This design comes from an exercise in tuning for a short achievable clock period and few clock cycles on the open sky130 flow, not from production work. At most, simulation tests tie the RTL to the original design; equivalence was not proved. Function not checked in runs 4 and 5: the RTL went through the layout flow alone. Power figures rest on the tool's default switching activity, not on a simulated workload.

==> design/flow/design.v <==
module Mips(
	input clk,
	input rst,
	output[31:0] imem_addr,
	input[31:0] imem_data,
	output[17:0] SRAM_ADDR,
	output[15:0] SRAM_WDATA,
	input[15:0] SRAM_RDATA,
	output SRAM_WE_N
);
localparam CIB = 4;               
localparam NCS = 1 << CIB;        
localparam CTB = 16 - CIB;        
localparam SBB = 2;               
localparam SBD = 1 << SBB;        
localparam [1:0] S_IDLE = 2'd0, S_ISSHI = 2'd1, S_CAPLO = 2'd2, S_CAPHI = 2'd3;
reg [31:0] pcf;
reg [31:0] ia_q;          
reg [15:0] btb_v;
reg [25:0] btb_tag [0:15];
reg [29:0] btb_tgt [0:15];
reg [2:0]  btb_ctr [0:15];
reg [7:0]  btb_dif [0:15];
reg [15:0] btb_xn;
reg        v2;
reg [31:0] pc2, seq2;
reg        bh2, pt2;
reg [2:0]  bc2;
reg        vS;
reg [31:0] irS, pcS, seqS;
reg [9:0]  pdS;
reg [31:0] opA_S, opB_S;
reg        srcF_S;         
reg        bWA_S, bWB_S, bW2A_S, bW2B_S;
reg        bhS, ptS, rdfS;
reg [2:0]  bcS;
reg        vD;
reg [31:0] irD, pcD, seqD;
reg [9:0]  pdD;
reg        bhD, ptD, rdfD;    
reg [2:0]  bcD;
reg [31:0] opA_D, opB_D;
reg        srcF_D;         
reg [31:0] opA_F, opB_F;   
reg        bWA_D, bWB_D;   
reg        bW2A_D, bW2B_D;  
reg        eA_r, eB_r;     
reg [31:0] rf [1:31];
reg [31:1] rfv;           
reg        vE;
reg [31:0] A_E, B_E, T_E;
reg [4:0]  rsE, rtE;
reg        uA_E, uB_E, uT_E;
reg [15:0] wE;
reg        cvE, heldMiss, specE;
reg [CTB-1:0] ctgE;
reg [31:0] cdE;
reg [4:0]  destE;
reg        weE, ldE, stE, bezE, bneE, jmpE, subE;
reg        cAdd_E, cAnd_E, cOr_E, cNor_E, cXor_E, cSll_E, cSra_E, cSrl_E;
reg        guessE, nzE;
reg [31:0] tgtE, seqE, pcE;
reg        bhE;
reg [2:0]  bcE;
reg [1:0]  mst;
reg        lbV, lbWe, lbFill, lbRdy;
reg [4:0]  lbDest;
reg [15:0] lbW;
reg [15:0] lo_cap;
reg [31:0] dataL;
localparam PFK = 15;
reg        pfV;
reg [3:0]  pfCnt;
reg [15:0] pfW, pfFA;
reg        pf_s1, pf_s2, pf_s3, pfDataV, pfCancel;
reg [15:0] pf_lo;
reg [31:0] pfData;
reg        bu_v, bu_w;
reg [3:0]  bu_i;
reg [25:0] bu_tag;
reg [29:0] bu_tgt;
reg [2:0]  bu_ctr;
reg [7:0]  bu_dif;
reg        bu_tk, bu_hit, bu_bne;
reg        weW, fillW;
reg [31:0] dataW, dataW2;
reg [4:0]  destW;
reg [15:0] waW;
reg [NCS-1:0]     cval;
reg [NCS*CTB-1:0] ctagF;
reg [NCS*32-1:0]  cdatF;
reg [15:0] sb_a [0:SBD-1];
reg [31:0] sb_d [0:SBD-1];
reg [SBB-1:0] sb_h, sb_t;
reg [SBB:0]   sb_n;
reg        sb_ph;
reg [17:0] sa;
reg [15:0] sw;
reg        swe_n;
assign imem_addr = ia_q;
assign SRAM_ADDR = sa;
assign SRAM_WDATA = sw;
assign SRAM_WE_N = swe_n;
wire [3:0]  fi = pcf[5:2];
wire        bhit = btb_v[fi] && (btb_tag[fi] == pcf[31:6]);
wire [2:0]  bctr = btb_ctr[fi];
wire        bpt = bhit && bctr[2] && !btb_xn[fi];
wire [31:0] pcf4 = pcf + 32'd4;
wire [31:0] npc = bpt ? {btb_tgt[fi], 2'b00} : pcf4;
function [9:0] predec(input [31:0] w);
	reg [5:0] op;
	begin
		op = w[31:26];
		predec[0] = (op == 6'd1) || (op == 6'd3) || (op == 6'd5) || (op == 6'd6) || (op == 6'd7) ||
		            (op == 6'd8) || (op == 6'd9) || (op == 6'd10) || (op == 6'd11) || (op == 6'd12);
		predec[1] = (op == 6'd32);
		predec[2] = (op == 6'd33);
		predec[3] = (op == 6'd36);
		predec[4] = (op == 6'd37);
		predec[5] = (op == 6'd40);
		predec[6] = (op == 6'd41);
		predec[7] = (op == 6'd42);
		predec[8] = (w[15:0] != 16'd0);
		predec[9] = (w[25:21] == w[20:16]);
	end
endfunction
wire [9:0] pdN = predec(imem_data);
wire [4:0] rsN = imem_data[25:21];
wire [4:0] rtN = imem_data[20:16];
wire [4:0] rsS = irS[25:21];
wire [4:0] rtS = irS[20:16];
wire [31:0] rfA_S = bWA_S ? dataW : bW2A_S ? dataW2 : srcF_S ? opA_F : opA_S;
wire [31:0] rfB_S = bWB_S ? dataW : bW2B_S ? dataW2 : srcF_S ? opB_F : opB_S;
wire [31:0] rdA_N = (rsN != 5'd0 && rfv[rsN]) ? rf[rsN] : 32'd0;
wire [31:0] rdB_N = (rtN != 5'd0 && rfv[rtN]) ? rf[rtN] : 32'd0;
wire bW2A_N = weW && destW == rsN && rsN != 5'd0;
wire bW2B_N = weW && destW == rtN && rtN != 5'd0;
wire [5:0] opF = imem_data[31:26];
wire isBezF = (opF == 6'd40);
wire isBneF = (opF == 6'd41);
wire stTakenF = imem_data[15] || (isBezF && rsN == 5'd0) || (isBneF && rsN != rtN);
wire shortF = (imem_data[15:7] == 9'h000) || (imem_data[15:7] == 9'h1FF);
wire nzShortF = (|imem_data[7:0]) || imem_data[15];
wire rdF_fire = v2 && !pt2 && shortF && ((opF == 6'd42) ||
                ((isBezF || isBneF) && stTakenF && !bh2 && nzShortF));
wire [7:0]  tgtF_lo = seq2[9:2] + imem_data[7:0];
wire [31:0] tgtF = {seq2[31:10], tgtF_lo, 2'b00};
wire ptF = pt2 || rdF_fire;
wire [5:0] opD = irD[31:26];
wire [4:0] rsD = irD[25:21];
wire [4:0] rtD = irD[20:16];
wire [4:0] rdD = irD[15:11];
wire [31:0] sxD = {{16{irD[15]}}, irD[15:0]};
wire isRD    = pdD[0];
wire isAddiD = pdD[1];
wire isSubiD = pdD[2];
wire isLdD   = pdD[3];
wire isStD   = pdD[4];
wire isBezD  = pdD[5];
wire isBneD  = pdD[6];
wire isJmpD  = pdD[7];
wire nzD     = pdD[8];      
wire sameD   = pdD[9];      
wire useA_D = isRD | isAddiD | isSubiD | isBezD | isBneD;    
wire useB_D = isRD | isBneD;                                 
wire [4:0] destD = isRD ? rdD : rtD;
wire weD = (isRD | isAddiD | isSubiD | isLdD) && (destD != 5'd0);
wire [31:0] tgtD = seqD + {sxD[29:0], 2'b00};
wire [31:0] rfA = bWA_D ? dataW : bW2A_D ? dataW2 : srcF_D ? opA_F : opA_D;
wire [31:0] rfB = bWB_D ? dataW : bW2B_D ? dataW2 : srcF_D ? opB_F : opB_D;
wire [17:0] ofsD = sxD[17:0] - 18'd1024;
wire [17:0] eaD = rfA[17:0] + ofsD;
wire [15:0] wD = eaD[17:2];
wire [CIB-1:0] ciD = wD[CIB-1:0];
wire hazD = (isLdD || isStD) &&
            ((vE && weE && rsD == destE) || (lbV && lbWe && rsD == lbDest));
wire [31:0] Af = A_E;
wire [31:0] Bf = B_E;
wire [31:0] Tf = T_E;
wire [31:0] sumE = Af + (subE ? ~Bf : Bf) + {31'd0, subE};
wire big = |Bf[31:5];
wire [4:0] sh = Bf[4:0];
wire [31:0] sllE = big ? 32'd0 : (Af << sh);
wire [31:0] srE = $signed({cSra_E & Af[31], Af}) >>> (big ? 6'd32 : {1'b0, sh});
wire [31:0] aluE = ({32{cAdd_E}} & sumE) |
                   ({32{cAnd_E}} & (Af & Bf)) |
                   ({32{cOr_E}}  & (Af | Bf)) |
                   ({32{cNor_E}} & ~(Af | Bf)) |
                   ({32{cXor_E}} & (Af ^ Bf)) |
                   ({32{cSll_E}} & sllE) |
                   ({32{cSra_E | cSrl_E}} & srE);
wire sboard = vE && lbV && lbWe &&
              ((uA_E && rsE == lbDest) || ((uB_E || uT_E) && rtE == lbDest));
wire takenE = jmpE | (bezE & (Af == 32'd0)) | (bneE & (Af != Bf));
wire mispE = vE && (bezE || bneE) && nzE && !sboard && (takenE != guessE);
wire [31:0] redirE = takenE ? tgtE : seqE;
wire ldEv = vE && ldE;
wire stEv = vE && stE;
wire [CIB-1:0] ciE = wE[CIB-1:0];
wire [CTB-1:0] ctE = wE[15:CIB];
wire chit = cvE && !heldMiss && (ctgE == ctE);
wire sb_full = (sb_n == SBD);
wire sb_empty = (sb_n == 0);
reg sbmatch;
integer k;
always @(*) begin
	sbmatch = 1'b0;
	for (k = 0; k < SBD; k = k + 1)
		if (((k - sb_h) & (SBD - 1)) < sb_n && sb_a[k] == wE) sbmatch = 1'b1;
end
wire ldMiss = ldEv && !chit;
wire ldAlloc = ldMiss && !sbmatch && (!lbV || lbRdy || mst == S_CAPHI);
wire st_wr = stEv && !sb_full && !sboard;
wire stallE = (ldMiss && !ldAlloc) || (stEv && sb_full) || sboard;
wire advE = !stallE;
wire e2w = vE && advE && weE && !ldMiss;
wire capNow = (mst == S_CAPHI);
wire lbToW = lbV && (lbRdy || capNow) && !e2w;
wire wn_we = e2w || (lbToW && lbWe);
wire [4:0] wn_dest = e2w ? destE : lbDest;
wire [31:0] wn_data = e2w ? (ldE ? cdE : aluE) : lbRdy ? dataL : {SRAM_RDATA, lo_cap};
wire cbyS = st_wr && ciE == ciD;
wire fill_we = fillW || pfDataV;
wire [15:0] fill_a = fillW ? waW : pfFA;
wire [31:0] fill_d = fillW ? dataW : pfData;
wire cbyF = fill_we && fill_a[CIB-1:0] == ciD;
wire [CIB-1:0] pI = rfA[CIB+1:2] ^ sxD[CIB+1:2];
wire [CIB-1:0] gI = rfA[CIB+1:2] & sxD[CIB+1:2];
wire c2I = (rfA[1] & sxD[1]) | ((rfA[1] ^ sxD[1]) & rfA[0] & sxD[0]);
reg [NCS-1:0] selD;
reg [CIB-1:0] jv, cyI;
reg           crvR;
reg [CTB-1:0] crtR;
reg [31:0]    crdR;
integer j;
always @(*) begin
	crvR = 1'b0;
	crtR = {CTB{1'b0}};
	crdR = 32'd0;
	for (j = 0; j < NCS; j = j + 1) begin
		jv = j;
		cyI = gI | (pI & ~jv);
		selD[j] = ((pI ^ jv) == {cyI[CIB-2:0], c2I});
		crvR = crvR | (selD[j] & cval[j]);
		crtR = crtR | ({CTB{selD[j]}} & ctagF[j*CTB +: CTB]);
		crdR = crdR | ({32{selD[j]}} & cdatF[j*32 +: 32]);
	end
end
wire          crvD = cbyS | cbyF | crvR;
wire [CTB-1:0] crtD = cbyS ? ctE : cbyF ? fill_a[15:CIB] : crtR;
wire [31:0]   crdD = cbyS ? Tf : cbyF ? fill_d : crdR;
wire p_hi = (mst == S_ISSHI);
wire p_new = ldAlloc;
wire spec_go;
wire sb_go = !(p_hi || p_new || spec_go) && !sb_empty;
wire sb_deq = sb_go && sb_ph;
wire pf_free = !(p_hi || p_new || spec_go || sb_go);
reg pfSbMatch;
always @(*) begin
	pfSbMatch = 1'b0;
	for (k = 0; k < SBD; k = k + 1)
		if (((k - sb_h) & (SBD - 1)) < sb_n && sb_a[k] == pfW) pfSbMatch = 1'b1;
end
wire pf_idle = !pf_s1 && !pf_s2 && !pf_s3 && !pfDataV;
wire pf_try = pfV && pfCnt != 4'd0 && pf_idle;
wire pf_lo_go = pf_try && !pfSbMatch && pf_free;
wire pf_skip = pf_try && pfSbMatch;
wire pf_hi_go = pf_s1 && pf_free;
wire pf_kill = st_wr && wE == pfFA;      
wire sb_enq = st_wr;
reg [1:0] mst_n;
always @(*) begin
	mst_n = mst;
	case (mst)
		S_ISSHI: mst_n = S_CAPLO;
		S_CAPLO: mst_n = S_CAPHI;
		default: mst_n = S_IDLE;
	endcase
	if (ldAlloc) mst_n = specE ? S_CAPLO : S_ISSHI;
end
wire accD = !vD || (advE && !hazD);
wire fetch_ok = !rst && (accD || (!vS && !v2));
wire goD = vD && advE && !hazD && !mispE;    
wire brD = (isBezD || isBneD) && nzD;
wire bneSame = isBneD && sameD;                       
wire eA = eA_r;                  
wire eB = eB_r && isBneD;        
wire useE = (eA || eB) && !bneSame;
wire lbHazB = lbV && lbWe && (rsD == lbDest || (isBneD && rtD == lbDest));
wire eAdd = cAdd_E;
wire eLog = cAnd_E | cOr_E | cNor_E | cXor_E;
wire eLd = ldE && chit;
wire [31:0] xD = eA ? rfB : rfA;    
wire [31:0] bxE = subE ? ~Bf : Bf;
wire [31:0] ppE = Af ^ bxE;
wire [31:0] ggE = Af & bxE;
wire [31:0] cyE = ggE | (ppE & ~xD);
wire eqAdd = ((ppE ^ xD) == {cyE[30:0], subE});
wire [31:0] logE = ({32{cAnd_E}} & (Af & Bf)) | ({32{cOr_E}} & (Af | Bf)) |
                   ({32{cNor_E}} & ~(Af | Bf)) | ({32{cXor_E}} & (Af ^ Bf));
wire eqLog = (logE == xD);
wire eqLd = (cdE == xD);
wire eqE_x = eAdd ? eqAdd : eLog ? eqLog : eqLd;
wire [31:0] cyE0 = ggE | ppE;
wire eqAdd0 = (ppE == {cyE0[30:0], subE});
wire eqE_0 = eAdd ? eqAdd0 : eLog ? (logE == 32'd0) : (cdE == 32'd0);
wire eqE = isBezD ? eqE_0 : eqE_x;
wire eqR = isBezD ? (rfA == 32'd0) : (rfA == rfB);
wire eqD = bneSame | (useE ? eqE : eqR);
wire takenD = isBezD ? eqD : !eqD;
wire resD = brD && goD && !lbHazB && (!useE || eAdd || eLog || eLd);
wire rdD_fire = vD && isJmpD && !ptD;
wire tfix = vD && rdfD && (tgtD[31:10] != seqD[31:10]);
wire rdD_any = rdD_fire || tfix;
wire mispD = resD && (takenD != ptD);
assign spec_go = vD && isLdD && !hazD && advE && !p_hi && !p_new;
wire [31:0] pcf_n = mispD ? (ptD ? seqD : tgtD) :
                    mispE ? redirE : rdD_any ? tgtD : rdF_fire ? tgtF : fetch_ok ? npc : pcf;
integer i;
always @(posedge clk)
	ia_q <= pcf_n;
wire [4:0] rsNew = vS ? rsS : rsN;
wire [4:0] rtNew = vS ? rtS : rtN;
always @(posedge clk) begin
	if (advE) begin
		eA_r <= goD && weD && destD == rsNew;
		eB_r <= goD && weD && destD == rtNew;
	end else if (accD) begin
		eA_r <= vE && weE && destE == rsNew;
		eB_r <= vE && weE && destE == rtNew;
	end
end
always @(posedge clk or posedge rst) begin
	if (rst) begin
		pcf <= 32'd0;
		v2 <= 1'b0;
		vS <= 1'b0;
		vD <= 1'b0;
		ptD <= 1'b0;
		rdfD <= 1'b0;
	end else begin
		pcf <= pcf_n;
		v2 <= !mispE && !mispD && !rdD_any && !rdF_fire && fetch_ok;
		if (mispE || mispD || rdD_any)
			vS <= 1'b0;
		else if (accD)
			vS <= vS & v2;
		else if (v2)
			vS <= 1'b1;
		if (mispE)
			vD <= 1'b0;
		else if (accD) begin
			if (mispD || rdD_any)
				vD <= 1'b0;
			else if (vS) begin
				vD <= 1'b1;
				ptD <= ptS;
				rdfD <= rdfS;
			end else begin
				vD <= v2;
				ptD <= ptF;
				rdfD <= rdF_fire;
			end
		end else begin
			if (rdD_fire)
				ptD <= 1'b1;
			if (tfix)
				rdfD <= 1'b0;
		end
	end
end
always @(posedge clk) begin
	if (fetch_ok) begin
		pc2 <= pcf;
		seq2 <= pcf4;
		bh2 <= bhit;
		bc2 <= bctr;
		pt2 <= bpt;
	end
	opA_F <= rdA_N;
	opB_F <= rdB_N;
	opA_S <= rfA_S;
	opB_S <= rfB_S;
	if ((accD && vS) || (!accD && v2)) begin
		irS <= imem_data; pdS <= pdN; pcS <= pc2; seqS <= seq2; bhS <= bh2; bcS <= bc2; ptS <= ptF; rdfS <= rdF_fire;
		srcF_S <= 1'b1;
		bWA_S <= wn_we && wn_dest == rsN;
		bWB_S <= wn_we && wn_dest == rtN;
		bW2A_S <= bW2A_N;
		bW2B_S <= bW2B_N;
	end else begin
		srcF_S <= 1'b0;
		bWA_S <= wn_we && wn_dest == rsS;
		bWB_S <= wn_we && wn_dest == rtS;
		bW2A_S <= 1'b0;
		bW2B_S <= 1'b0;
	end
	if (accD && vS) begin
		opA_D <= rfA_S;
		opB_D <= rfB_S;
		srcF_D <= 1'b0;
		bWA_D <= wn_we && wn_dest == rsS;
		bWB_D <= wn_we && wn_dest == rtS;
		bW2A_D <= 1'b0;
		bW2B_D <= 1'b0;
	end else if (accD) begin
		srcF_D <= 1'b1;
		bWA_D <= wn_we && wn_dest == rsN;
		bWB_D <= wn_we && wn_dest == rtN;
		bW2A_D <= bW2A_N;
		bW2B_D <= bW2B_N;
	end else begin
		opA_D <= rfA;
		opB_D <= rfB;
		srcF_D <= 1'b0;
		bWA_D <= wn_we && wn_dest == rsD;
		bWB_D <= wn_we && wn_dest == rtD;
		bW2A_D <= 1'b0;
		bW2B_D <= 1'b0;
	end
	if (accD) begin
		if (vS) begin
			irD <= irS; pdD <= pdS; pcD <= pcS; seqD <= seqS; bhD <= bhS; bcD <= bcS;
		end else begin
			irD <= imem_data; pdD <= pdN; pcD <= pc2; seqD <= seq2; bhD <= bh2; bcD <= bc2;
		end
	end
end
always @(posedge clk or posedge rst) begin
	if (rst)
		btb_v <= 16'd0;
	else if (bu_v && bu_w)
		btb_v[bu_i] <= 1'b1;
end
wire [7:0] bu_dif0 = btb_dif[bu_i];
wire [7:0] bu_next = {bu_dif[6:0], 1'b0} - bu_dif0;    
always @(posedge clk or posedge rst) begin
	if (rst)
		btb_xn <= 16'd0;
	else if (bu_v && bu_w)
		btb_xn[bu_i] <= bu_tk && bu_hit && bu_bne && bu_next == 8'd0 && bu_dif != bu_dif0;
end
always @(posedge clk) begin
	if (bu_v && bu_w) begin
		btb_tag[bu_i] <= bu_tag;
		btb_tgt[bu_i] <= bu_tgt;
		btb_ctr[bu_i] <= bu_ctr;
		btb_dif[bu_i] <= bu_dif;
	end
end
always @(posedge clk or posedge rst) begin
	if (rst)
		bu_v <= 1'b0;
	else
		bu_v <= vE && (bezE || bneE || jmpE) && advE;
end
always @(posedge clk) begin
	bu_i <= pcE[5:2];
	bu_tag <= pcE[31:6];
	bu_tgt <= tgtE[31:2];
	bu_w <= bhE || takenE;
	bu_dif <= Af[7:0] - Bf[7:0];
	bu_tk <= takenE;
	bu_hit <= bhE;
	bu_bne <= bneE;
	bu_ctr <= !bhE ? 3'd6 :
	          takenE ? ((bcE == 3'd7) ? 3'd7 : bcE + 3'd1) :
	                   ((bcE == 3'd0) ? 3'd0 : bcE - 3'd1);
end
always @(posedge clk or posedge rst) begin
	if (rst)
		rfv <= 31'd0;
	else if (weW)
		rfv[destW] <= 1'b1;
end
always @(posedge clk) begin
	if (weW)
		rf[destW] <= dataW;
end
always @(posedge clk or posedge rst) begin
	if (rst)
		vE <= 1'b0;
	else if (advE)
		vE <= goD;
end
always @(posedge clk) begin
	if (advE) begin
		A_E <= (wn_we && wn_dest == rsD) ? wn_data : rfA;
		B_E <= !useB_D ? sxD : (wn_we && wn_dest == rtD) ? wn_data : rfB;
		T_E <= (wn_we && wn_dest == rtD) ? wn_data : rfB;
		rsE <= rsD;
		rtE <= rtD;
		uA_E <= useA_D;
		uB_E <= useB_D;
		uT_E <= isStD;
		wE <= wD;
		specE <= spec_go;
		heldMiss <= 1'b0;
		destE <= destD;
		weE <= weD;
		ldE <= isLdD;
		stE <= isStD;
		bezE <= isBezD;
		bneE <= isBneD;
		jmpE <= isJmpD;
		subE <= (opD == 6'd3) || isSubiD;
		cAdd_E <= (opD == 6'd1) || (opD == 6'd3) || isAddiD || isSubiD;
		cAnd_E <= (opD == 6'd5);
		cOr_E <= (opD == 6'd6);
		cNor_E <= (opD == 6'd7);
		cXor_E <= (opD == 6'd8);
		cSll_E <= (opD == 6'd9) || (opD == 6'd10);
		cSra_E <= (opD == 6'd11);
		cSrl_E <= (opD == 6'd12);
		guessE <= resD ? takenD : ptD;
		nzE <= nzD;
		tgtE <= tgtD;
		seqE <= seqD;
		pcE <= pcD;
		bhE <= bhD;
		bcE <= bcD;
	end else begin
		if (wn_we && wn_dest == rsE) A_E <= wn_data;
		if (uB_E && wn_we && wn_dest == rtE) B_E <= wn_data;
		if (wn_we && wn_dest == rtE) T_E <= wn_data;
		specE <= 1'b0;
		heldMiss <= ldMiss;
		if (mispE) guessE <= takenE;
	end
	cvE <= crvD;
	ctgE <= crtD;
	cdE <= crdD;
end
always @(posedge clk or posedge rst) begin
	if (rst) begin
		mst <= S_IDLE;
		lbV <= 1'b0;
		lbRdy <= 1'b0;
	end else begin
		mst <= mst_n;
		if (ldAlloc) begin
			lbV <= 1'b1;
			lbRdy <= 1'b0;
		end else if (lbToW) begin
			lbV <= 1'b0;
			lbRdy <= 1'b0;
		end else if (capNow)
			lbRdy <= 1'b1;
	end
end
always @(posedge clk) begin
	if (mst == S_CAPLO) lo_cap <= SRAM_RDATA;
	if (capNow) dataL <= {SRAM_RDATA, lo_cap};
	if (ldAlloc) begin
		lbDest <= destE;
		lbWe <= weE;
		lbW <= wE;
		lbFill <= 1'b1;
	end else begin
		if (e2w && destE == lbDest) lbWe <= 1'b0;
		if (st_wr && ciE == lbW[CIB-1:0]) lbFill <= 1'b0;
	end
end
always @(posedge clk or posedge rst) begin
	if (rst) begin
		weW <= 1'b0;
		fillW <= 1'b0;
	end else begin
		weW <= wn_we;
		fillW <= lbToW && lbFill && !(st_wr && ciE == lbW[CIB-1:0]);
	end
end
always @(posedge clk) begin
	dataW <= wn_data;
	destW <= wn_dest;
	dataW2 <= dataW;
	waW <= lbW;
end
always @(posedge clk or posedge rst) begin
	if (rst) begin
		pfV <= 1'b0;
		pf_s1 <= 1'b0;
		pf_s2 <= 1'b0;
		pf_s3 <= 1'b0;
		pfDataV <= 1'b0;
	end else begin
		if (ldAlloc) pfV <= 1'b1;
		pf_s1 <= pf_lo_go;
		pf_s2 <= pf_hi_go;
		pf_s3 <= pf_s2;
		if (pf_s3)
			pfDataV <= !pfCancel && !pf_kill;
		else if (!fillW || pf_kill)
			pfDataV <= 1'b0;
	end
end
always @(posedge clk) begin
	if (ldAlloc) begin
		pfW <= wE + 16'd1;
		pfCnt <= PFK;
	end else if (pf_hi_go || pf_skip) begin
		pfW <= pfW + 16'd1;
		pfCnt <= pfCnt - 4'd1;
	end
	if (pf_lo_go) begin
		pfFA <= pfW;
		pfCancel <= st_wr && wE == pfW;
	end else if (pf_kill)
		pfCancel <= 1'b1;
	if (pf_s2) pf_lo <= SRAM_RDATA;
	if (pf_s3) pfData <= {SRAM_RDATA, pf_lo};
end
always @(posedge clk or posedge rst) begin
	if (rst)
		cval <= {NCS{1'b0}};
	else begin
		if (fill_we) cval[fill_a[CIB-1:0]] <= 1'b1;
		if (sb_enq) cval[ciE] <= 1'b1;
	end
end
always @(posedge clk) begin
	for (j = 0; j < NCS; j = j + 1) begin
		if (sb_enq && ciE == j) begin
			ctagF[j*CTB +: CTB] <= ctE;
			cdatF[j*32 +: 32] <= Tf;
		end else if (fill_we && fill_a[CIB-1:0] == j) begin
			ctagF[j*CTB +: CTB] <= fill_a[15:CIB];
			cdatF[j*32 +: 32] <= fill_d;
		end
	end
end
always @(posedge clk or posedge rst) begin
	if (rst) begin
		sb_h <= {SBB{1'b0}};
		sb_t <= {SBB{1'b0}};
		sb_n <= {(SBB+1){1'b0}};
		sb_ph <= 1'b0;
	end else begin
		if (sb_enq) sb_t <= sb_t + 1'b1;
		if (sb_deq) sb_h <= sb_h + 1'b1;
		sb_n <= sb_n + {{SBB{1'b0}}, sb_enq} - {{SBB{1'b0}}, sb_deq};
		if (sb_go) sb_ph <= ~sb_ph;
	end
end
always @(posedge clk) begin
	swe_n <= rst || !sb_go;
	sa <= p_hi ? {1'b0, lbW, 1'b1} :
	      p_new ? {1'b0, wE, specE} :
	      spec_go ? {1'b0, wD, 1'b0} :
	      sb_go ? {1'b0, sb_a[sb_h], sb_ph} :
	      pf_lo_go ? {1'b0, pfW, 1'b0} : {1'b0, pfFA, 1'b1};
end
always @(posedge clk) begin
	if (sb_enq) begin
		sb_a[sb_t] <= wE;
		sb_d[sb_t] <= Tf;
	end
	sw <= sb_ph ? sb_d[sb_h][31:16] : sb_d[sb_h][15:0];    
end
endmodule
==> design/flow/flow/run.sh <==
#!/bin/bash
# Standard ORFS layout (the standard.sh), with timing repair aimed well
# below the 15 ns clock: repair_timing keeps working until the setup slack
# reaches SETUP_SLACK_MARGIN (10.8 ns below the 15 ns clock).
export SETUP_SLACK_MARGIN=10.8
bash standard.sh > standard.log 2>&1
==> design/flow/standard.sh <==
#!/bin/bash
# synth_recipe.tcl (not shown) runs the flow's synth.tcl, then flattens the netlist and writes it again
# the make line also repeats each setting of config.mk as NAME=value (left out here)
make -C /OpenROAD-flow-scripts/flow DESIGN_CONFIG=/design/flow/config.mk WORK_HOME=/design/flow/orfs CLKGATE_MAP_FILE= SYNTH_SCRIPT=/design/flow/synth_recipe.tcl "${@:-finish}"
==> design/flow/config.mk <==
export PLATFORM = sky130hd
export DESIGN_NAME = Mips
export DESIGN_NICKNAME = Mips
export VERILOG_FILES = /design/flow/design.v
export SDC_FILE = /design/flow/constraint.sdc
export NUM_CORES = 8
export LEC_CHECK = 0
export CAP_MARGIN = 20
export CORE_MARGIN = 2
export CORE_UTILIZATION = 40
export SLEW_MARGIN = 40
==> design/flow/constraint.sdc <==
create_clock -name core_clock -period 15.0 [get_ports {clk}]
set_input_delay 3.0000 -clock core_clock [delete_from_list [all_inputs] [get_ports {clk}]]
set_output_delay 3.0000 -clock core_clock [all_outputs]
set_load 0.01 [all_outputs]
==> impl_metrics.ini, run 1 <==
[place]
io_buffers = 115
gp_congestion = 1.015
post-place-ws_ns = 7.949
dp_hpwl_mm = 465.0

[die]
die_area_um2 = 506500
die_w_um = 711.7
initial_core_util_pct = 40.22
io_pins = 117
num_rows = 259
core_um2 = 498100
die_h_um = 711.7

[clock_network]
clk_pin_slew_ns = 0.06
cts_buffer_depth = 4
postCtsHoldBufs = 0
clk-insertion-delay-late_ns = 1.10
clock-sinks = 4257
numCtsBuffers = 448
cts.root.buffer_cell = clkbuf_16
htreeDepth = 5
cts_tree = built

[grt]
grt_max_degree = 75
grt_pass1_wl_mm = 1068
met1_usage_pct = 40.98
gr-total-overflow = 0
grt.busiest_layer = met2
antenna_found_initial = 63
met2_usage_pct = 45.07
grt_pass1_vias = 131994
grtUsageTotal_pct = 29.76
met3_usage_pct = 6.944

[sta]
max_freq_mhz = 212.5
rsz0062_at_grt = true
setup_viol = 0
max_slew.worst_pin.slew_ns = 0.9818
hold_viol = 0
fin_ws_ns = 10.29
setup_tns_ns = 0
fin_skew_ns = 0.1036
fin_crit_sh_pct = 31.38
maxSlewViolCount = 0
slew_headroom_pct = 34.55
fin_crit_ns = 4.707

[worst_setup_path]
cp-start-kind = flop
critPathArrivalTime_ns = 5.61
path_class = flop to flop
crit_fanout = 54
end_kind = flop
cp.required_ns = 15.90

[pwr]
switchingPower_mw = 11.99
vdd_drop_max_uv = 120.3
p_int_mw = 24.80
p_sw_share_pct = 32.59
pwr-share-seq_pct = 42.5
power_mw = 36.78
p_comb_share_pct = 25.6
powerDensity_nw_per_um2 = 150.3
leakagePower_nw = 86.80
clockPowerShare_pct = 31.8

[routing]
drt_first_pass_iters = 16
drt-wirelength-per-cell_um = 36.18
drtIter0Drc = 23070
vias_per_cell = 6.394
routed_wl_mm = 801.5
vias = 141633
antenna_left = 0
drc = 0

[logic_synthesis]
synth_area_per_cell_um2 = 14.01
ys_ff_latch = 4257
synthCells = 14297
synthFlopType = edfxtp_1
synth_top_family_by_area = multiplexers
synthSimpleGateAreaFrac_pct = 6.598
synthArstFlopShare_pct = 3.218
syn-num-nets = 14631
syn_area_um2 = 200300
ys_top_cells_by_area = edfxtp_1, mux4_2, dfxtp_1
synthAdderAreaFrac_pct = 1.925
synth-xor-area-share_pct = 2.790
synth.yosys.warnings = 1
yosysTopAreaCell = edfxtp_1
netlist.area_leader.share_pct = 55.52
synth_compound_area_share_pct = 9.169
synth.area.mux_share_pct = 15.24
ys_types = 110
ys_seq_area_share_pct = 61.39
synth_edf_count = 3704

[flow_run]
drv_cap = 0

[finish]
areaGrowthSynthToFinish_pct = 22.19
final_common_cell = edfxtp_1
final_cell_mix = edfxtp_1, nor2_1, a21oi_1, mux4_2, buf_4
fillers = 42000
num-nets-final = 15398
drive_gt1_share_pct = 28.01

[hold_path]
hold_path_class = flop to flop

[status]
status = complete, no violations
## per-stage QoR
step	instance area, um^2	util (%)	std cells	hold slack [ns]
after floorplan	201300	-	14297	0.3233
after global placement	210300	42.22	20438	0.3265
after detailed placement	211300	42.43	20481	0.3269
after CTS	236800	47.53	21731	0.3327
after global routing	244700	49.13	22123	0.3464
final	244800	49.15	22152	0.3389
## power groups by stage
stage / sequential (mW) / combinational, mW / clock (mW)
final: 15.6 / 9.43 / 11.7
after global routing: 15.7 / 9.72 / 12.2
after CTS: 15.6 / 8.53 / 11.8
after detailed placement: 15.9 / 7.55 / 0
after global placement: 15.9 / 7.42 / 0
after floorplan: 15.3 / 4.45 / 0
## final cells by class
class	count	area, um^2	area share [%]
diodes	32	80.08	0.03271
repair buffers	1392	17670	7.218
clock inverters	235	2850	1.164
repair inverters	2	20.02	0.008178
clock buffers	616	12560	5.132
well taps	6655	8327	3.402
multi-input cells	8583	78450	32.05
inverters	380	1618	0.6609
flip-flops and latches	4257	123200	50.33
## cell usage after synthesis, types with 51 or more instances
| master | n |
|---|---|
| mux2_2 | 261 |
| mux2i_1 | 703 |
| buf_1 | 174 |
| nand2_1 | 575 |
| nand2b_1 | 73 |
| inv_1 | 364 |
| a22oi_1 | 183 |
| a21oi_1 | 1144 |
| a211oi_1 | 125 |
| xor2_1 | 337 |
| xnor2_1 | 296 |
| and3_1 | 78 |
| nor2_1 | 1354 |
| o221ai_1 | 55 |
| a221oi_1 | 144 |
| ha_1 | 245 |
| o21bai_1 | 51 |
| clkbuf_1 | 783 |
| buf_2 | 93 |
| a21o_1 | 51 |
| nor4_1 | 104 |
| and2_1 | 54 |
| o22ai_1 | 127 |
| edfxtp_1 | 3704 |
| dfrtp_1 | 137 |
| nand3_1 | 148 |
| dfxtp_1 | 416 |
| o21ai_0 | 424 |
| a22o_1 | 138 |
| nor3_1 | 116 |
| mux4_2 | 908 |
| nor2b_1 | 91 |
| nand4_1 | 139 |
## worst paths after layout
check / startpoint / endpoint / slack (ns) / depth (start not counted)
setup / recovery: bWA_D$_DFF_P_ / ia_q[5]$_DFF_P_ / 10.29 / 16
max in group asynchronous: rst / pcf[4]$_DFF_PP0_ / 11.10 / 5
setup reg to reg: bWA_D$_DFF_P_ / ia_q[5]$_DFF_P_ / 10.29 / 16
hold / removal: pcE[24]$_DFFE_PN_ / bu_tag[18]$_DFF_P_ / 0.34 / 0
min in group asynchronous: rst / btb_v[9]$_DFFE_PP0P_ / 2.36 / 3
hold reg to reg: pcE[24]$_DFFE_PN_ / bu_tag[18]$_DFF_P_ / 0.34 / 0
## state kept, by name, summed over array words and instances, names as in the netlist, 48 cells and up
name,flops
rf,992
cdatF,512
btb_tgt,480
btb_tag,416
ctagF,192
btb_dif,128
sb_d,128
sb_a,64
btb_ctr,48
## layer usage
metal  wire, um  vias up
met5        288        -
met4      46290       38
met3      96500     2077
met2     351900     9984
met1     306500    72549
li1           -    56985
## kinds of logic after synthesis
group / after synthesis
buf+inv: 1464
flops: 4257
xor+xnor: 635
mux: 1879
simple gates: 2899
other cells: 1
fa+ha+maj: 285
compound gates: 2877
## critical path, cell delays in order (launching register included)
cell and delay [ns]:
dfxtp_4 0.44, buf_8 0.25, nor3_1 0.72, nand2_1 0.17
o211a_4 0.22, fa_1 0.55, xor2_1 0.20, nand4_1 0.13
nor3_2 0.20, nand4_1 0.11, o21ai_1 0.18, a32o_2 0.30
buf_6 0.15, nor2_4 0.05, a21o_4 0.25, buf_12 0.18
a221o_1 0.41
## repair_timing
action	CTS	global route
resized for setup	1433	829
pin swaps	130	315
setup buffers	302	312
endpoints found under the setup margin	1875	686
gates cloned	97	70
Testbench counts, summed over its fixed seeds: cycles 62,410.
==> inputs of run 2 (changes only) <==
==> design/flow/flow/run.sh (replaced) <==
#!/bin/bash
# Standard ORFS layout (the standard.sh), with timing repair aimed well
# below the 15 ns clock: repair_timing keeps working until the setup slack
# reaches SETUP_SLACK_MARGIN (10.75 ns below the 15 ns clock).
export SETUP_SLACK_MARGIN=10.75
bash standard.sh > standard.log 2>&1
==> impl_metrics.ini, run 2 <==
[routing]
vias = 139784
vias_per_cell = 6.370
routed_wl_mm = 781.3
drtIter0Drc = 22133
drt-wirelength-per-cell_um = 35.60
drt_first_pass_iters = 7
drc = 0
antenna_left = 0

[sta]
fin_skew_ns = 0.09224
slew_headroom_pct = 33.25
fin_crit_ns = 4.811
max_freq_mhz = 207.8
setup_viol = 0
setup_tns_ns = 0
fin_crit_sh_pct = 32.08
hold_ws_ns = 0.3277
maxSlewViolCount = 0
fin_ws_ns = 10.19
max_slew.worst_pin.slew_ns = 1.001
rsz0062_at_grt = true
hold_viol = 0

[pwr]
leakagePower_nw = 84.95
power_mw = 36.02
vdd_drop_max_uv = 134.3
powerDensity_nw_per_um2 = 149.6

[clock_network]
clock-sinks = 4257
clk-insertion-delay-late_ns = 1.07
numCtsBuffers = 446
cts_buffer_depth = 4
clk_pin_slew_ns = 0.06
cts_tree = built
cts.root.buffer_cell = clkbuf_16
htreeDepth = 5

[die]
core_um2 = 498100
io_pins = 117
die_area_um2 = 506500
initial_core_util_pct = 40.22
die_w_um = 711.7
num_rows = 259
die_h_um = 711.7

[logic_synthesis]
synth_edf_count = 3704
ys_top_cells_by_area = edfxtp_1, mux4_2, dfxtp_1
syn_area_um2 = 200300
synth_area_per_cell_um2 = 14.01
synth.yosys.warnings = 1
ys_top_cells_by_count = edfxtp_1, nor2_1, a21oi_1
ys_seq_area_share_pct = 61.39
syn-num-nets = 14631
synthCells = 14297
synthFlopType = edfxtp_1
ys_types = 110
synth_most_common_cell = edfxtp_1
yosysTopAreaCell = edfxtp_1
netlist.area_leader.share_pct = 55.52
synthArstFlopShare_pct = 3.218
ys_ff_latch = 4257

[worst_setup_path]
cp.required_ns = 15.92
cp-start-kind = flop
end_kind = flop
path_class = flop to flop
critPathArrivalTime_ns = 5.73
crit_fanout = 9

[flow_run]
drv_cap = 0

[finish]
areaGrowthSynthToFinish_pct = 20.15
final_core_util_pct = 48.33
drive_gt1_share_pct = 26.18
post-route-cell-area_um2 = 240700
regArea_um2 = 123200
fin_cells = 21944
multi_input_area_um2 = 77570
final_cell_mix = edfxtp_1, nor2_1, a21oi_1, mux4_2, mux2i_1
final_common_cell = edfxtp_1
regMostFlops = rf
fillers = 42354
num-nets-final = 15191
top_regs = rf (992), cdatF (512), btb_tgt (480)
largest_reg_flops = 992

[status]
status = complete, no violations

[place]
dp_hpwl_mm = 461.1
placed_area_um2 = 211300
post-place-ws_ns = 7.265
placed_cells = 20479
io_buffers = 115
gp_congestion = 1.020

[grt]
antenna_found_initial = 84
grt_pass1_wl_mm = 1054
grt_pass1_vias = 130486
grtUsageTotal_pct = 29.25
grt_max_degree = 90
gr-total-overflow = 0

[hold_path]
hold_path_class = flop to flop
==> run 2: cell counts after synthesis <==
Identical to the previous run, type by type.
==> run 2: what timing repair did <==
item | CTS | global route
buffers inserted | 242 | 194
cloned | 90 | 42
pin swaps | 112 | 232
endpoints found under the setup margin | 1757 | 834
hold endpoints to repair | 0 | 0
hold buffers | 0 | 0
resized for setup | 1393 | 589
==> run 2: power by group <==
part	switching (mW)	leakage, nW	internal [mW]	total (mW)
registers	1.32	39.2	14.4	15.7
logic	5.50	38.5	3.53	9.03
clock network	4.90	7.22	6.37	11.3
==> run 2: critical path, cell delays in order, from the launching register on <==
cell and delay (ns):
dfxtp_4 0.36, buf_12 0.15, buf_8 0.13, mux2_2 0.37
mux2i_2 0.36, and2_1 0.43, a2bb2oi_1 0.19, nor4bb_1 0.59
a41oi_1 0.35, nand3_1 0.26, o21ai_4 0.08, buf_12 0.15
o211a_4 0.24, buf_6 0.12, a21o_4 0.23, buf_6 0.13
buf_12 0.14, a221o_1 0.37
==> run 2: cell type report <==
type / count / area share [%]
clock buffer: 646 / 5.278
sequential: 4257 / 51.19
timing repair inverter: 2 / 0.007277
multi-input combinational: 8581 / 32.23
antenna: 35 / 0.03639
tap: 6655 / 3.459
inverter: 380 / 0.6627
timing repair buffer: 1189 / 6.275
clock inverter: 199 / 0.8670
==> run 2: path summary, 6_finish.rpt <==
check,slack (ns),start,cells past startpoint,to
max in group asynchronous,11.04,rst,5,sb_n[1]$_DFF_PP0_
min,0.33,pcE[5]$_DFFE_PN_,0,bu_i[3]$_DFF_P_
max reg2reg,10.19,srcF_D$_SDFF_PP0_,17,ia_q[6]$_DFF_P_
max,10.19,srcF_D$_SDFF_PP0_,17,ia_q[6]$_DFF_P_
min in group asynchronous,2.65,rst,3,pcf[19]$_DFF_PP0_
min reg2reg,0.33,pcE[5]$_DFFE_PN_,0,bu_i[3]$_DFF_P_
==> run 2: routing by layer <==
layer,global-route usage (%),share of wire (%)
met1,40.03,38
met2,44.33,44
met3,7.067,12
met4,13.04,5.8
met5,0,0.049
==> run 2: logic make-up after synthesis <==
logic type / Yosys count / share of synthesized area (%)
flip-flops: 4257 / 61.39
other: 1 / 0.001872
AO/OA/AOI/OAI: 2877 / 9.169
buffers and inverters: 1464 / 2.889
XOR/XNOR: 635 / 2.790
multiplexers: 1879 / 15.24
AND/OR/NAND/NOR: 2899 / 6.598
adder cells (fa/ha/maj): 285 / 1.925
==> inputs of run 3 (changes only) <==
==> design/flow/flow/run.sh (replaced) <==
#!/bin/bash
# Standard ORFS layout (the standard.sh), with timing repair aimed well
# below the 15 ns clock: repair_timing keeps working until the setup slack
# reaches SETUP_SLACK_MARGIN (10.6 ns below the 15 ns clock).
export SETUP_SLACK_MARGIN=10.6
bash standard.sh > standard.log 2>&1
==> impl_metrics.ini, run 3 <==
[finish]
regMostFlops = rf
drive_gt1_share_pct = 25.58
areaGrowthSynthToFinish_pct = 19.36
final_core_util_pct = 48.01
top_regs = rf (992), cdatF (512), btb_tgt (480)
final_cell_mix = edfxtp_1, nor2_1, a21oi_1, mux4_2, mux2i_1
num-nets-final = 15106
largest_reg_flops = 992
final_common_cell = edfxtp_1

[die]
io_pins = 117
die_area_um2 = 506500
num_rows = 259
die_h_um = 711.7
core_um2 = 498100
die_w_um = 711.7
initial_core_util_pct = 40.22

[sta]
maxSlewViolCount = 0
max_freq_mhz = 214.9
setup_tns_ns = 0
hold_viol = 0
fin_crit_ns = 4.653
fin_ws_ns = 10.35
fin_skew_ns = 0.1038
rsz0062_at_grt = true
slew_headroom_pct = 33.25
max_slew.worst_pin.slew_ns = 1.001
fin_crit_sh_pct = 31.02
setup_viol = 0

[logic_synthesis]
netlist.area_leader.share_pct = 55.52
ys_top_cells_by_count = edfxtp_1, nor2_1, a21oi_1
synth.yosys.warnings = 1
synthFlopType = edfxtp_1
syn_area_um2 = 200300
synthArstFlopShare_pct = 3.218
ys_seq_area_share_pct = 61.39
ys_types = 110
yosysTopAreaCell = edfxtp_1
synthCells = 14297
synth_area_per_cell_um2 = 14.01
synth_edf_count = 3704
synth_most_common_cell = edfxtp_1
ys_top_cells_by_area = edfxtp_1, mux4_2, dfxtp_1
syn-num-nets = 14631
ys_ff_latch = 4257

[hold_path]
hold_path_class = flop to flop

[clock_network]
postCtsHoldBufs = 0
clk-insertion-delay-late_ns = 1.07
numCtsBuffers = 447
cts_tree = built
cts.root.buffer_cell = clkbuf_16
clock-sinks = 4257
clk_pin_slew_ns = 0.07
htreeDepth = 5
cts_buffer_depth = 4

[status]
status = complete, no violations

[place]
dp_hpwl_mm = 455.6
io_buffers = 115
gp_congestion = 1.043
post-place-ws_ns = 7.680

[grt]
gr-total-overflow = 0
antenna_found_initial = 70
grt_max_degree = 104
grtUsageTotal_pct = 28.55
grt_pass1_vias = 129468
grt_pass1_wl_mm = 1032

[pwr]
vdd_drop_max_uv = 127.7
leakagePower_nw = 84.12
clockPowerShare_pct = 32.1
p_comb_share_pct = 24.6
powerDensity_nw_per_um2 = 151.1
p_int_mw = 24.52
p_sw_share_pct = 32.15
switchingPower_mw = 11.62
pwr-share-seq_pct = 43.4

[worst_setup_path]
cpLargestDelayFamily = flip-flops
end_kind = output pin
cp_cell_sequence = buf_6
crit_fanout = 1
path_buf_inv = 1
path_class = flop to output pin
cp.required_ns = 12.00
critPathSlowestCell = dfxtp_4
critPathArrivalTime_ns = 1.65
slowest_delay_ns = 0.45
cp-start-kind = flop

[routing]
vias = 137757
drt_first_pass_iters = 7
drt-wirelength-per-cell_um = 34.62
drtIter0Drc = 20237
routed_wl_mm = 756.4
vias_per_cell = 6.305
drc = 0
antenna_left = 0

[flow_run]
drv_cap = 0
run 3: cell type report:
cell class                      instances  area (um^2)
Clock inverter                        227         2775
Timing Repair inverter                  6        57.56
Tap cell                             6655         8327
Antenna cell                           29        72.57
Timing Repair Buffer                 1096        13220
Fill cell                           42569       259000
Sequential cell                      4257       123200
Inverter                              380         1672
Multi-Input combinational cell       8584        77280
Clock buffer                          616        12510
run 3: timing repair:
action,CTS,global route
cloned,72,28
buffers inserted,252,158
gates resized for setup,1305,531
pin swaps,135,140
setup endpoints to repair,1508,598
run 3: power groups by stage:
stage	sequential, mW	clock [mW]	combinational, mW
after floorplan	15.3	0	4.45
after global placement	15.9	0	7.33
after detailed placement	15.9	0	7.38
after CTS	15.6	11.7	8.24
after global routing	15.7	12.1	9.22
final	15.7	11.6	8.88
run 3: worst paths after layout:
kind                                         end  slack, ns  cells past startpoint               from
max                                 imem_addr[9]      10.35                      1    ia_q[9]$_DFF_P_
min                           bu_tag[16]$_DFF_P_       0.34                      0  pcE[22]$_DFFE_PN_
max reg2reg                    pcf[31]$_DFF_PP0_      10.43                     13   pcf[5]$_DFF_PP0_
min reg2reg                   bu_tag[16]$_DFF_P_       0.34                      0  pcE[22]$_DFFE_PN_
max in group asynchronous       pcf[2]$_DFF_PP0_      11.21                      5                rst
min in group asynchronous  btb_v[15]$_DFFE_PP0P_       2.32                      3                rst
run 3: layer usage:
layer  vias to the layer above  part of all wire (%)  global-route usage (%)
met4                        42                   5.3                   12.47
met1                     70566                    39                   39.16
met5                         -                 0.037                       0
li1                      56372                     -                       -
met3                      1768                    12                   6.813
met2                      9009                    44                   43.34
run 3: kinds of logic after synthesis:
kind of cell             share of synthesized area (%)
AND/OR/NAND/NOR                                  6.598
flip-flops                                       61.39
XOR/XNOR                                         2.790
adder cells (fa/ha/maj)                          1.925
other                                         0.001872
buffers and inverters                            2.889
multiplexers                                     15.24
AO/OA/AOI/OAI                                    9.169
run 3: through the flow:
stage	std cells	hold WS [ns]	cell area [um^2]	power, mW
global placement	20434	0.3247	210300	23.25
CTS	21625	0.3289	234500	35.56
finish	21850	0.3358	239100	36.14
floorplan	14297	0.3233	201100	19.72
global route	21824	0.3401	239000	37.07
detailed placement	20458	0.3293	210900	23.30
==> inputs of run 4 (changes only) <==
--- a/design/flow/design.v
+++ b/design/flow/design.v
@@ -103,7 +103,15 @@
 assign SRAM_WE_N = swe_n;
 wire [3:0]  fi = pcf[5:2];
-wire        bhit = btb_v[fi] && (btb_tag[fi] == pcf[31:6]);
+reg [15:0] bhitE, bptE;
+integer bi;
+always @(*) begin
+	for (bi = 0; bi < 16; bi = bi + 1) begin
+		bhitE[bi] = btb_v[bi] && (btb_tag[bi] == pcf[31:6]);
+		bptE[bi] = bhitE[bi] && btb_ctr[bi][2] && !btb_xn[bi];
+	end
+end
+wire        bhit = bhitE[fi];
 wire [2:0]  bctr = btb_ctr[fi];
-wire        bpt = bhit && bctr[2] && !btb_xn[fi];
+wire        bpt = bptE[fi];
 wire [31:0] pcf4 = pcf + 32'd4;
 wire [31:0] npc = bpt ? {btb_tgt[fi], 2'b00} : pcf4;
==> impl_metrics.ini, run 4 <==
[finish]
regMostFlops = rf
fin_cells = 21969
drive_gt1_share_pct = 24.06
largest_reg_flops = 992
areaGrowthSynthToFinish_pct = 18.66
final_core_util_pct = 47.72
post-route-cell-area_um2 = 237800
num-nets-final = 15219
final_common_cell = edfxtp_1
top_regs = rf (992), cdatF (512), btb_tgt (480)
final_cell_mix = edfxtp_1, nor2_1, a21oi_1, mux4_2, xnor2_1

[die]
core_um2 = 498400
die_w_um = 711.9
num_rows = 259
io_pins = 117
die_area_um2 = 506700
initial_core_util_pct = 40.21
die_h_um = 711.9

[place]
placed_area_um2 = 212000
placed_cells = 20668
gp_congestion = 1.029
io_buffers = 115
dp_hpwl_mm = 466.7

[clock_network]
clock-sinks = 4257
numCtsBuffers = 447
cts_tree = built
clk-insertion-delay-late_ns = 1.07
cts.root.buffer_cell = clkbuf_16
cts_buffer_depth = 4
postCtsHoldBufs = 0
clk_pin_slew_ns = 0.06
htreeDepth = 5

[logic_synthesis]
netlist.area_leader.share_pct = 55.49
synthCells = 14492
ys_ff_latch = 4257
syn_area_um2 = 200400
ys_top_cells_by_area = edfxtp_1, mux4_2, dfxtp_1
synth_most_common_cell = edfxtp_1
ys_types = 101
ys_seq_area_share_pct = 61.36
synthArstFlopShare_pct = 3.218
synth_area_per_cell_um2 = 13.83
syn-num-nets = 14825
ys_top_cells_by_count = edfxtp_1, nor2_1, a21oi_1
synthFlopType = edfxtp_1
synth_edf_count = 3704
yosysTopAreaCell = edfxtp_1
synth.yosys.warnings = 1

[worst_setup_path]
cp-start-kind = flop
crit_fanout = 17
reg2regPathDepth = 16
cp.required_ns = 15.98
critPathArrivalTime_ns = 5.91
rr_startpoint = subE$_DFFE_PN_
end_kind = flop
startpoint = subE$_DFFE_PN_
path_class = flop to flop

[sta]
fin_crit_sh_pct = 32.82
setup_viol = 0
fin_crit_ns = 4.923
maxSlewViolCount = 0
slew_headroom_pct = 35.71
fin_skew_ns = 0.1023
setup_tns_ns = 0
hold_viol = 0
max_freq_mhz = 203.1
rsz0062_at_grt = true
hold_ws_ns = 0.3337
max_slew.worst_pin.slew_ns = 0.9556

[pwr]
p_int_mw = 25.71
pwr-share-seq_pct = 41.1
p_comb_share_pct = 30.1
switchingPower_mw = 13.98
vdd_drop_max_uv = 113.8
p_sw_share_pct = 35.22
leakagePower_nw = 82.97
powerDensity_nw_per_um2 = 166.9
clockPowerShare_pct = 28.8

[hold_path]
hold_path_class = flop to flop
hold_depth = 0
worstHoldStart = pcE[21]$_DFFE_PN_

[routing]
vias_per_cell = 6.285
routed_wl_mm = 766.4
drt_first_pass_iters = 8
drtIter0Drc = 21246
drc = 0
drt-wirelength-per-cell_um = 34.88
antenna_left = 0
vias = 138077

[grt]
antenna_found_initial = 66
grtUsageTotal_pct = 29.12
grt_pass1_wl_mm = 1047
grt_pass1_vias = 129668
grt_max_degree = 111
gr-total-overflow = 0

[flow_run]
drv_cap = 0

[status]
status = complete, no violations
==> run 4: logic make-up after synthesis <==
| logic type | Yosys count | share of synthesized area (%) |
|---|---|---|
| flip-flops | 4257 | 61.36 |
| AND/OR/NAND/NOR | 3030 | 6.925 |
| AO/OA/AOI/OAI | 2797 | 8.866 |
| multiplexers | 1652 | 13.57 |
| buffers and inverters | 1411 | 2.684 |
| XOR/XNOR | 1061 | 4.678 |
| adder cells (fa/ha/maj) | 283 | 1.913 |
| other | 1 | 0.001871 |
==> run 4: power by group through the flow <==
stage	logic (mW)	clock network, mW	registers [mW]
after floorplan	6.19	0	15.8
after detailed placement	10.4	0	16.6
after global routing	12.4	12.0	16.4
final	12.0	11.4	16.3
after CTS	11.3	11.5	16.3
after global placement	10.3	0	16.6
==> run 4: timing repair <==
item | 4_1_cts | 5_1_grt
gates resized for setup | 1325 | 323
setup buffers | 233 | 104
cloned | 55 | 14
setup endpoints to repair | 1767 | 639
pin swaps | 113 | 88
==> run 4: critical path, stage by stage (launching register included) <==
cell and delay [ns]:
edfxtp_1 0.37, buf_4 0.17, bufbuf_16 0.38, xor2_1 0.41, inv_1 0.24, ha_1 0.53, xnor2_1 0.13, nor4_1 0.37
nand3_1 0.14, nor3_1 0.35, o41ai_2 0.19, o2bb2ai_4 0.34, mux2i_4 0.34, buf_12 0.17, and2_4 0.25, buf_12 0.19
a311o_1 0.22
==> run 4: through the flow <==
stage / power (mW) / worst slack (ns)
2_1_floorplan: 21.99 / 9.420
4_1_cts: 39.08 / 10.17
5_1_grt: 40.76 / 10.01
6_report: 39.69 / 10.08
3_3_place_gp: 26.85 / 7.288
3_5_place_dp: 26.93 / 7.514
==> run 4: routing by layer <==
layer	vias to the layer above	part of all wire [%]	global-route usage, %
met2	8903	43	42.83
met4	38	5.5	13.27
met5	-	0.030	0
li1	56522	-	-
met1	70796	40	41.21
met3	1818	11	6.525
==> run 4: layout make-up <==
type	instances	area (um^2)
Antenna cell	29	72.57
Tap cell	6655	8327
Timing Repair Buffer	1043	12390
Inverter	308	1287
Clock inverter	238	2546
Clock buffer	610	12490
Timing Repair inverter	1	20.02
Fill cell	42998	260600
Multi-Input combinational cell	8828	77480
Sequential cell	4257	123200
==> run 4: path summary, 6_finish.rpt <==
check                      slack, ns                   to
setup / recovery               10.08     ia_q[23]$_DFF_P_
hold / removal                  0.33   bu_tag[15]$_DFF_P_
setup reg to reg               10.08     ia_q[23]$_DFF_P_
hold reg to reg                 0.33   bu_tag[15]$_DFF_P_
max in group asynchronous      11.48    pcf[12]$_DFF_PP0_
min in group asynchronous       2.09  rfv[28]$_DFFE_PP0P_
==> inputs of run 5 (changes only) <==
==> design/flow/flow/run.sh (replaced) <==
#!/bin/bash
# Standard ORFS layout (the standard.sh), with timing repair aimed well
# below the 15 ns clock: repair_timing keeps working until the setup slack
# reaches SETUP_SLACK_MARGIN (10.8 ns below the 15 ns clock).
export SETUP_SLACK_MARGIN=10.8
bash standard.sh > standard.log 2>&1
==> impl_metrics.ini, run 5 <==
[routing]
antenna_left = 0
vias_per_cell = 6.349
drtIter0Drc = 22929
drt-wirelength-per-cell_um = 35.45
vias = 141546
routed_wl_mm = 790.3
drc = 0
drt_first_pass_iters = 8

[clock_network]
cts_buffer_depth = 4
postCtsHoldBufs = 0
cts_tree = built
htreeDepth = 5
numCtsBuffers = 452
cts.root.buffer_cell = clkbuf_16
clock-sinks = 4257
clk-insertion-delay-late_ns = 1.09
clk_pin_slew_ns = 0.06

[place]
placed_area_um2 = 212200
post-place-ws_ns = 7.667
dp_hpwl_mm = 463.5
placed_cells = 20667
gp_congestion = 1.030
io_buffers = 115

[pwr]
p_comb_share_pct = 30.9
clockPowerShare_pct = 29.0
switchingPower_mw = 14.42
powerDensity_nw_per_um2 = 166.3
power_mw = 40.94
pwr-share-seq_pct = 40.2
leakagePower_nw = 86.30
p_sw_share_pct = 35.23
vdd_drop_max_uv = 120.1
p_int_mw = 26.52

[die]
die_area_um2 = 506700
die_h_um = 711.9
num_rows = 259
io_pins = 117
initial_core_util_pct = 40.21
core_um2 = 498400
die_w_um = 711.9

[sta]
fin_ws_ns = 10.13
fin_crit_ns = 4.874
slew_headroom_pct = 36.46
fin_crit_sh_pct = 32.50
hold_ws_ns = 0.3241
max_slew.worst_pin.slew_ns = 0.9531
rsz0062_at_grt = true
setup_tns_ns = 0
maxSlewViolCount = 0
hold_viol = 0
fin_skew_ns = 0.1257
max_freq_mhz = 205.2
setup_viol = 0

[logic_synthesis]
synthCells = 14492
ys_types = 101
ys_ff_latch = 4257
netlist.area_leader.share_pct = 55.49
ys_seq_area_share_pct = 61.36
syn_area_um2 = 200400
synthFlopType = edfxtp_1
synth_area_per_cell_um2 = 13.83
yosysTopAreaCell = edfxtp_1
syn-num-nets = 14825
ys_top_cells_by_area = edfxtp_1, mux4_2, dfxtp_1
ys_top_cells_by_count = edfxtp_1, nor2_1, a21oi_1
synth_edf_count = 3704
synth_most_common_cell = edfxtp_1
synthArstFlopShare_pct = 3.218
synth.yosys.warnings = 1

[finish]
num-nets-final = 15533
final_core_util_pct = 49.39
final_common_cell = edfxtp_1
top_regs = rf (992), cdatF (512), btb_tgt (480)
post-route-cell-area_um2 = 246200
largest_reg_flops = 992
drive_gt1_share_pct = 28.15
fin_cells = 22294
areaGrowthSynthToFinish_pct = 22.82
final_cell_mix = edfxtp_1, nor2_1, a21oi_1, mux4_2, buf_4
regMostFlops = rf

[flow_run]
drv_cap = 0

[worst_setup_path]
end_kind = flop
crit_fanout = 6
cp.required_ns = 15.96
critPathArrivalTime_ns = 5.84
path_class = flop to flop
cp-start-kind = flop

[status]
status = complete, no violations

[grt]
grt_max_degree = 131
grt_pass1_vias = 131934
grt_pass1_wl_mm = 1070
antenna_found_initial = 80
grtUsageTotal_pct = 29.81
gr-total-overflow = 0

[hold_path]
hold_path_class = flop to flop
[run 5: changes by cell type in the layout (fill, tap and decap cells not counted), moves of 43 or more]
cell,change
a221oi_1,-91
a221oi_2,+82
buf_12,+60
buf_16,+50
buf_4,+120
nor2_1,-47
nor2_4,+43
o21ai_0,-47
[run 5: area by class of cell]
| class | instances | area, um^2 |
|---|---|---|
| antenna | 32 | 80.08 |
| clock buffer | 601 | 12550 |
| clock inverter | 260 | 3226 |
| fill | 42020 | 252200 |
| inverter | 308 | 1333 |
| multi-input combinational | 8838 | 80260 |
| sequential | 4257 | 123300 |
| tap | 6655 | 8327 |
| timing repair buffer | 1342 | 17110 |
| timing repair inverter | 1 | 20.02 |
[run 5: repair_timing]
action,4_1_cts,5_1_grt
pin swaps,229,259
gates cloned,113,21
hold endpoints to repair,0,0
setup buffers,387,193
resized for setup,1789,630
endpoints found under the setup margin,2030,662
[run 5: worst paths after layout]
path | slack, ns | startpoint | depth (start not counted) | endpoint
worst max register to register | 10.13 | srcF_D$_SDFF_PP0_ | 17 | pcf[23]$_DFF_PP0_
min in group asynchronous | 2.40 | rst | 2 | rfv[17]$_DFFE_PP0P_
worst min-delay path | 0.32 | pcE[12]$_DFFE_PN_ | 0 | bu_tag[6]$_DFF_P_
worst max-delay path | 10.13 | srcF_D$_SDFF_PP0_ | 17 | pcf[23]$_DFF_PP0_
max in group asynchronous | 11.02 | rst | 4 | pcf[12]$_DFF_PP0_
worst min register to register | 0.32 | pcE[12]$_DFFE_PN_ | 0 | bu_tag[6]$_DFF_P_
[run 5: kinds of logic (layout without fill, tap and decap cells)]
group	after synthesis	in the layout	share of synthesized area, %
and+or+nand+nor	3030	3042	6.925
other	1	33	0.001871
buffers and inverters	1411	2512	2.684
xor gates and xnor gates	1061	1061	4.678
muxes	1652	1652	13.57
AOI/OAI and AO/OA	2797	2799	8.866
adders and majority gates	283	283	1.913
DFF	4257	4257	61.36
[run 5: power groups by stage]
| stage | clock network, mW | logic, mW | registers, mW |
|---|---|---|---|
| after floorplan | 0 | 6.20 | 15.8 |
| after global placement | 0 | 10.0 | 16.7 |
| after detailed placement | 0 | 10.1 | 16.7 |
| after CTS | 12.0 | 11.6 | 16.4 |
| after global routing | 12.4 | 13.0 | 16.5 |
| final | 11.9 | 12.6 | 16.4 |
[run 5: layer usage]
metal	track usage [%]	share of wire (%)
met4	14.33	5.7
met2	44.06	43
met3	7.646	12
met1	41.05	39
met5	0	0.049
[run 5: critical path: stages, from the launching register on]
cell and delay (ns):
dfxtp_4 0.46, buf_6 0.15, buf_16 0.15, mux2_2 0.41
o221a_2 0.36, nor4_4 0.52, o311ai_1 0.27, nor3_1 0.32
nand4_1 0.24, o21ai_2 0.26, nor2_2 0.08, o2bb2ai_4 0.31
mux2i_4 0.36, buf_12 0.15, buf_12 0.11, buf_12 0.14
o22ai_1 0.11, a311o_1 0.37
==> inputs of run 6 (changes only) <==
--- a/design/flow/design.v
+++ b/design/flow/design.v
@@ -103,15 +103,7 @@
 assign SRAM_WE_N = swe_n;
 wire [3:0]  fi = pcf[5:2];
-reg [15:0] bhitE, bptE;
-integer bi;
-always @(*) begin
-	for (bi = 0; bi < 16; bi = bi + 1) begin
-		bhitE[bi] = btb_v[bi] && (btb_tag[bi] == pcf[31:6]);
-		bptE[bi] = bhitE[bi] && btb_ctr[bi][2] && !btb_xn[bi];
-	end
-end
-wire        bhit = bhitE[fi];
+wire        bhit = btb_v[fi] && (btb_tag[fi] == pcf[31:6]);
 wire [2:0]  bctr = btb_ctr[fi];
-wire        bpt = bptE[fi];
+wire        bpt = bhit && bctr[2] && !btb_xn[fi];
 wire [31:0] pcf4 = pcf + 32'd4;
 wire [31:0] npc = bpt ? {btb_tgt[fi], 2'b00} : pcf4;
==> design/flow/flow/run.sh (replaced) <==
#!/bin/bash
# Standard ORFS layout (the standard.sh), with timing repair aimed well
# below the 15 ns clock: repair_timing keeps working until the setup slack
# reaches SETUP_SLACK_MARGIN (10.7 ns below the 15 ns clock).
export SETUP_SLACK_MARGIN=10.7
bash standard.sh > standard.log 2>&1
--- a/design/flow/config.mk
+++ b/design/flow/config.mk
@@ -9,3 +9,4 @@
 export CORE_MARGIN = 2
 export CORE_UTILIZATION = 40
+export PLACE_DENSITY = 0.65
 export SLEW_MARGIN = 40
==> impl_metrics.ini, run 6 <==
[logic_synthesis]
ys_types = 110
syn_area_um2 = 200300
ys_ff_latch = 4257
synthArstFlopShare_pct = 3.218
netlist.area_leader.share_pct = 55.52
synth_most_common_cell = edfxtp_1
ys_top_cells_by_count = edfxtp_1, nor2_1, a21oi_1
synth_area_per_cell_um2 = 14.01
synthCells = 14297
ys_seq_area_share_pct = 61.39
syn-num-nets = 14631
ys_top_cells_by_area = edfxtp_1, mux4_2, dfxtp_1
synthFlopType = edfxtp_1
synth_edf_count = 3704
synth.yosys.warnings = 1
yosysTopAreaCell = edfxtp_1

[clock_network]
postCtsHoldBufs = 0
clk-insertion-delay-late_ns = 1.08
cts_tree = built
numCtsBuffers = 438
htreeDepth = 5
cts.root.buffer_cell = clkbuf_16
clock-sinks = 4257
cts_buffer_depth = 4
clk_pin_slew_ns = 0.07

[finish]
post-route-cell-area_um2 = 239000
fillers = 42235
num-nets-final = 15112
drive_gt1_share_pct = 25.18
largest_reg_flops = 992
final_cell_mix = edfxtp_1, nor2_1, a21oi_1, mux4_2, mux2i_1
regArea_um2 = 123200
final_common_cell = edfxtp_1
top_regs = rf (992), cdatF (512), btb_tgt (480)
regMostFlops = rf
multi_input_area_um2 = 76820
areaGrowthSynthToFinish_pct = 19.30

[grt]
grt_max_degree = 90
grt_pass1_wl_mm = 1027
grt_pass1_vias = 131342
antenna_found_initial = 65
gr-total-overflow = 0
grtUsageTotal_pct = 28.37

[sta]
max_freq_mhz = 209.8
slew_headroom_pct = 9.034
hold_viol = 0
max_slew.worst_pin.slew_ns = 1.362
rsz0062_at_grt = true
fin_skew_ns = 0.1004
fin_crit_ns = 4.766
fin_crit_sh_pct = 31.77
maxSlewViolCount = 0
setup_tns_ns = 0
setup_viol = 0

[pwr]
powerDensity_nw_per_um2 = 150.1
switchingPower_mw = 11.57
clockPowerShare_pct = 31.8
vdd_drop_max_uv = 120.1
pwr-share-seq_pct = 43.6
p_sw_share_pct = 32.25
p_comb_share_pct = 24.5
p_int_mw = 24.31
leakagePower_nw = 84.16

[die]
die_h_um = 711.7
die_w_um = 711.7
core_um2 = 498100
io_pins = 117
initial_core_util_pct = 40.22
num_rows = 259
die_area_um2 = 506500

[hold_path]
hold_path_class = flop to flop

[routing]
drc = 0
antenna_left = 0
vias_per_cell = 6.363
drt_first_pass_iters = 9
vias = 139122
drt-wirelength-per-cell_um = 34.57
routed_wl_mm = 755.8
drtIter0Drc = 21601

[worst_setup_path]
cp.required_ns = 15.92
critPathArrivalTime_ns = 5.69
cp-start-kind = flop
path_class = flop to flop
crit_fanout = 7
end_kind = flop

[place]
gp_congestion = 1.023
dp_hpwl_mm = 451.3
io_buffers = 115
placed_area_um2 = 211100

[flow_run]
drv_cap = 0

[status]
status = complete, no violations
==> run 6: cell types whose count changed after synthesis, sizes merged, moves of 37 or more <==
cell and delta:
a22oi +107, mux4 +83, nand4 -110, xnor2 -400, and3 +37, inv +69, mux2i +150, buf +45
a221oi -67, clkbuf -64
==> run 6: path summary, 6_finish.rpt <==
path | from | to | slack (ns) | depth (start not counted)
min in group asynchronous | rst | pcf[19]$_DFF_PP0_ | 2.64 | 3
worst min register to register | pcE[5]$_DFFE_PN_ | bu_i[3]$_DFF_P_ | 0.33 | 0
worst max register to register | srcF_D$_SDFF_PP0_ | pcf[23]$_DFF_PP0_ | 10.23 | 18
max in group asynchronous | rst | sb_h[1]$_DFFE_PP0P_ | 10.93 | 5
worst min-delay path | pcE[5]$_DFFE_PN_ | bu_i[3]$_DFF_P_ | 0.33 | 0
worst max-delay path | srcF_D$_SDFF_PP0_ | pcf[23]$_DFF_PP0_ | 10.23 | 18
==> run 6: routing by layer <==
layer	GRT usage [%]	vias to the layer above	share of wire, %
li1	-	56388	-
met1	38.03	70880	37
met2	43.05	9826	44
met3	7.586	1998	13
met4	13.33	30	5.8
met5	0	-	0.050
==> run 6: kinds of logic after synthesis <==
family          Yosys count  share of synthesized area, %
compound gates         2877                         9.169
xor+xnor                635                         2.790
fa+ha+maj               285                         1.925
buf+inv                1464                         2.889
flops                  4257                         61.39
mux                    1879                         15.24
other cells               1                      0.001872
simple gates           2899                         6.598
==> run 6: worst max-delay path: stages, from the launching register on <==
cell and delay (ns):
dfxtp_4 0.40, buf_6 0.13, buf_16 0.14, buf_12 0.15
buf_4 0.12, mux2_1 0.39, mux2_2 0.30, nor2_2 0.33
o22ai_1 0.14, o31a_1 0.26, a211oi_1 0.63, nand4_1 0.31
o21ai_4 0.24, buf_12 0.15, nor2_4 0.06, a21o_4 0.25
buf_12 0.15, clkbuf_16 0.17, a221o_1 0.34
==> run 6: metrics by stage <==
| stage | power, mW | setup slack [ns] | utilization (%) | hold WS [ns] | std cells |
|---|---|---|---|---|---|
| floorplan | 19.72 | 8.553 | - | 0.3233 | 14297 |
| detailed placement | 23.29 | 7.840 | 42.38 | 0.3287 | 20458 |
| finish | 35.88 | 10.23 | 47.98 | 0.3287 | 21863 |
| global placement | 23.19 | 7.830 | 42.20 | 0.3260 | 20427 |
| global route | 36.76 | 10.23 | 47.97 | 0.3366 | 21832 |
| CTS | 35.29 | 10.32 | 46.98 | 0.3261 | 21594 |
==> run 6: cell type report <==
cell class / count / share of cell area, %
Sequential cell: 4257 / 51.55
Multi-Input combinational cell: 8580 / 32.14
Timing Repair Buffer: 1116 / 5.817
Clock buffer: 578 / 4.979
Tap cell: 6655 / 3.484
Clock inverter: 252 / 1.287
Inverter: 380 / 0.6722
Antenna cell: 40 / 0.04188
Timing Repair inverter: 5 / 0.02146
==> run 6: power groups by stage <==
stage          clock (mW)  combinational [mW]  sequential (mW)
2_1_floorplan           0                4.45             15.3
3_3_place_gp            0                7.32             15.9
3_5_place_dp            0                7.42             15.9
4_1_cts              11.5                8.19             15.6
5_1_grt              11.9                9.12             15.7
6_report             11.4                8.80             15.7
==> run 6: timing repair <==
item                       4_1_cts  5_1_grt
cloned                          74       34
setup endpoints to repair     1682      827
buffers inserted               232      179
resized for setup             1275      489
hold endpoints to repair         0        0
pin swaps                      117      156
Testbench counts of run 6, summed over its fixed seeds: cycles 62,410.

Setup slack of run 6, layout unchanged: 10.234 ns with ideal ports, 10.234 ns with driving cells assumed (clock clkbuf_16, inputs buf_2), 9.095 ns with port delays also shifted by the 1.149 ns mid clock arrival.
